This design comes from an exercise in tuning for small area on the open sky130 flow, not from production work.
Only simulation tests tie the RTL to the original design; equivalence was not proved.
Power is estimated from default activity; no workload was simulated.

==> flow/design.v <==
`timescale 1ns / 1ps
module moving_average_v4 #(
    parameter DATA_WIDTH = 16
) (
    input wire clk,
    input wire rst_n,
    input wire enable,
    input wire data_refresh,
    input wire output_refresh_mode,
    input wire signed [DATA_WIDTH-1:0] din,
    input wire [2:0] mode,
    output reg signed [DATA_WIDTH-1:0] dout,
    output reg output_pulse
);
reg [15:0] h [1:16];
reg [3:0] c;
reg full;
reg [18:0] r7;
reg [19:0] r16;
wire we = enable & data_refresh;
wire wen = ~we;
wire v1 = full | (c != 4'd0);
wire v2 = full | (c >= 4'd2);
wire v3 = full | (c >= 4'd3);
wire v7 = full | (c >= 4'd7);
wire [15:0] h1m  = v1 ? h[1] : 16'd0;
wire [15:0] h2m  = (v2 && mode[1]) ? h[2] : 16'd0;
wire [15:0] h3m  = (v3 && mode[1] && mode[0]) ? h[3] : 16'd0;
wire [15:0] h7m  = v7 ? h[7] : 16'd0;
wire [15:0] h16m = full ? h[16] : 16'd0;
wire [15:0] t7  = we ? h7m : din;
wire [15:0] t16 = we ? h16m : din;
genvar k;
wire [15:0] p0, q0, p1, q1;
wire [15:0] s16;
wire [16:0] ca;
generate
    for (k = 0; k < 16; k = k + 1) begin : g_s16
        fa u_r0 (.a(din[k]), .b(h1m[k]), .ci(h2m[k]), .s(p0[k]), .co(q0[k]));
        if (k == 0) begin : b0
            assign q1[0] = p0[0] & h3m[0];
            assign p1[0] = 1'b0;
            assign s16[0] = 1'b0;
            assign ca[1] = 1'b0;
        end else begin : bk
            fa u_r1 (.a(p0[k]), .b(q0[k-1]), .ci(h3m[k]), .s(p1[k]), .co(q1[k]));
            if (k == 1) begin : b1
                assign s16[1] = p1[1] ^ q1[0];
                assign ca[2] = p1[1] & q1[0];
            end else begin : bc
                fa u_a (.a(p1[k]), .b(q1[k-1]), .ci(ca[k]), .s(s16[k]), .co(ca[k+1]));
            end
        end
    end
endgenerate
wire [18:0] dinx7 = {{3{din[15]}}, din};
wire [18:0] nt7 = ~{{3{t7[15]}}, t7};
wire [18:0] s8, r7n;
wire [19:0] cb, cc;
assign s8[0] = r7[0] ^ din[0];
assign cb[1] = r7[0] & din[0];
assign r7n[0] = s8[0] ^ t7[0];
assign cc[1] = s8[0] | nt7[0];
generate
    for (k = 1; k < 19; k = k + 1) begin : g_s8
        fa u_a (.a(r7[k]), .b(dinx7[k]), .ci(cb[k]), .s(s8[k]), .co(cb[k+1]));
        fa u_b (.a(s8[k]), .b(nt7[k]), .ci(cc[k]), .s(r7n[k]), .co(cc[k+1]));
    end
endgenerate
wire [19:0] dinx16 = {{4{din[15]}}, din};
wire [19:0] nt16 = ~{{4{t16[15]}}, t16};
wire [19:0] p2, q2, r16n;
wire [20:0] cd;
generate
    for (k = 0; k < 20; k = k + 1) begin : g_r16
        fa u_r (.a(r16[k]), .b(dinx16[k]), .ci(nt16[k]), .s(p2[k]), .co(q2[k]));
        if (k == 0) begin : b0
            assign r16n[0] = ~p2[0];
            assign cd[1] = p2[0];
        end else begin : bk
            fa u_a (.a(p2[k]), .b(q2[k-1]), .ci(cd[k]), .s(r16n[k]), .co(cd[k+1]));
        end
    end
endgenerate
wire [15:0] hd [1:16];
wire [15:0] hsrc [1:16];
assign hsrc[1] = din;
genvar g;
generate
    for (g = 1; g <= 16; g = g + 1) begin : gh
        if (g > 1) begin : gs
            assign hsrc[g] = h[g-1];
        end
        for (k = 0; k < 16; k = k + 1) begin : gb
            sel2 u_s (.s(we), .sn(wen), .a(hsrc[g][k]), .b(h[g][k]), .y(hd[g][k]));
        end
    end
endgenerate
integer i;
always @(posedge clk) begin
    for (i = 1; i <= 16; i = i + 1) h[i] <= hd[i];
end
wire e_din = enable & ((mode == 3'b000) | (mode[2] & mode[1]));
wire e_1   = enable & (mode == 3'b001);
wire e_23  = enable & (mode[2:1] == 2'b01);
wire e_4   = enable & (mode == 3'b100);
wire e_5   = enable & (mode == 3'b101);
wire e_h   = ~enable;
wire [15:0] m1  = {s16[15], s16[15:1]};
wire [15:0] m23 = {{2{s16[15]}}, s16[15:2]};
wire [15:0] dn;
generate
    for (k = 0; k < 16; k = k + 1) begin : g_out
        ao6 u_o (.a0(e_din), .b0(din[k]), .a1(e_1), .b1(m1[k]), .a2(e_23), .b2(m23[k]),
                 .a3(e_4), .b3(s8[k+3]), .a4(e_5), .b4(r16[k+4]), .a5(e_h), .b5(dout[k]),
                 .y(dn[k]));
    end
endgenerate
always @(posedge clk or negedge rst_n) begin
    if (!rst_n) begin
        c <= 4'd0;
        full <= 1'b0;
        r7 <= 19'd0;
        r16 <= 20'd0;
        dout <= 16'd0;
        output_pulse <= 1'b0;
    end else begin
        r7 <= r7n;
        r16 <= r16n;
        dout <= dn;
        if (enable) begin
            if (data_refresh) begin
                c <= c + 4'd1;
                if (c == 4'd15) full <= 1'b1;
            end
            if (!data_refresh)
                output_pulse <= 1'b0;
            else if (output_refresh_mode)
                output_pulse <= 1'b1;
            else
                case (mode)
                    3'b001: output_pulse <= c[0];
                    3'b010: output_pulse <= (c[1:0] == 2'b10);
                    3'b011: output_pulse <= (c[1:0] == 2'b11);
                    3'b100: output_pulse <= (c[2:0] == 3'b111);
                    3'b101: output_pulse <= (c == 4'b1111);
                    default: output_pulse <= 1'b1;
                endcase
        end
    end
end
endmodule
module fa (
    input wire a,
    input wire b,
    input wire ci,
    output wire s,
    output wire co
);
assign s = a ^ b ^ ci;
assign co = (a & b) | (a & ci) | (b & ci);
endmodule
module sel2 (
    input wire s,
    input wire sn,
    input wire a,
    input wire b,
    output wire y
);
assign y = (s & a) | (sn & b);
endmodule
module ao6 (
    input wire a0, input wire b0,
    input wire a1, input wire b1,
    input wire a2, input wire b2,
    input wire a3, input wire b3,
    input wire a4, input wire b4,
    input wire a5, input wire b5,
    output wire y
);
assign y = (a0 & b0) | (a1 & b1) | (a2 & b2) | (a3 & b3) | (a4 & b4) | (a5 & b5);
endmodule
export LEC_CHECK = 0
export CAP_MARGIN = 20
export CORE_MARGIN = 2
export CORE_UTILIZATION = 70
export PLACE_DENSITY = 0.8
export SLEW_MARGIN = 20
export SYNTH_HIERARCHICAL = 1
create_clock -name core_clock -period 11.0 [get_ports {clk}]
standard.sh (not shown) runs the stock make flow with config.mk's settings and CLKGATE_MAP_FILE= SYNTH_SCRIPT=/design/flow/synth_recipe.tcl, a recipe that flattens the netlist after the stock synthesis.
==> flow/flow/run.sh <==
#!/bin/bash
# Standard layout, with smaller port buffers and a clock tree without dummy loads.
set -e
export BUFFER_PORTS_ARGS="-buffer_cell sky130_fd_sc_hd__buf_1"
export CTS_ARGS="-sink_clustering_enable -repair_clock_nets -sink_clustering_size 20 -sink_clustering_max_diameter 60 -buf_list sky130_fd_sc_hd__clkbuf_8 -dont_use_dummy_load"
bash standard.sh > standard.log 2>&1
Rerun with:
--- a/flow/design.v
+++ b/flow/design.v
@@ -111,9 +111,10 @@
 wire [15:0] dn;
 generate
     for (k = 0; k < 16; k = k + 1) begin : g_out
-        ao6 u_o (.a0(e_din), .b0(din[k]), .a1(e_1), .b1(m1[k]), .a2(e_23), .b2(m23[k]),
-                 .a3(e_4), .b3(s8[k+3]), .a4(e_5), .b4(r16[k+4]), .a5(e_h), .b5(dout[k]),
-                 .y(dn[k]));
+        wire y0, y1;
+        ao3n u_o0 (.a0(e_din), .b0(din[k]), .a1(e_1), .b1(m1[k]), .a2(e_23), .b2(m23[k]), .y(y0));
+        ao3n u_o1 (.a0(e_4), .b0(s8[k+3]), .a1(e_5), .b1(r16[k+4]), .a2(e_h), .b2(dout[k]), .y(y1));
+        assign dn[k] = ~(y0 & y1);
     end
 endgenerate
 always @(posedge clk or negedge rst_n) begin
@@ -169,14 +170,11 @@
 );
 assign y = (s & a) | (sn & b);
 endmodule
-module ao6 (
+module ao3n (
     input wire a0, input wire b0,
     input wire a1, input wire b1,
     input wire a2, input wire b2,
-    input wire a3, input wire b3,
-    input wire a4, input wire b4,
-    input wire a5, input wire b5,
     output wire y
 );
-assign y = (a0 & b0) | (a1 & b1) | (a2 & b2) | (a3 & b3) | (a4 & b4) | (a5 & b5);
+assign y = ~((a0 & b0) | (a1 & b1) | (a2 & b2));
 endmodule
After rerunning: Worst setup slack is better by 110 ps. Combinational power barely changes. Power stays flat. Global-route usage goes down by 0.69 points. Design area goes down by 0.43%. Clock power goes up by about 2%.

==> re-timing with driven ports <==
The results above use ideal ports. As a check the final layouts listed here were re-extracted and re-timed, cells and wires unchanged.
Step 1 (the two cells are an assumption about what drives the block):
set clk [get_ports {clk}]
set_driving_cell -lib_cell sky130_fd_sc_hd__clkbuf_16 $clk
set_driving_cell -lib_cell sky130_fd_sc_hd__buf_2 [delete_from_list [all_inputs] $clk]
Step 2 also shifts input and output timing later by t, the mid clock arrival at the registers, as if the neighbouring blocks saw the same clock.
Slacks: ideal / step 1 / step 2; pairs: ideal / step 1.
run	t (ns)	setup WS [ns]	clock arrival spread, ns	slew at the worst register clock pin (ns)	worst slew at a driven data input, ns
the first run	0.576	0.445 / 0.458 / -0.118	0.048 / 0.047	0.12 / 0.12	0.04
the second run	0.569	0.557 / 0.570 / 0.001	0.046 / 0.046	0.12 / 0.12	0.04
With both steps, setup timing fails in the first run, where it was met with ideal ports. The setup slack of the first run, which loses most, moves by +0.013 ns with the drivers and by -0.563 ns with both steps.
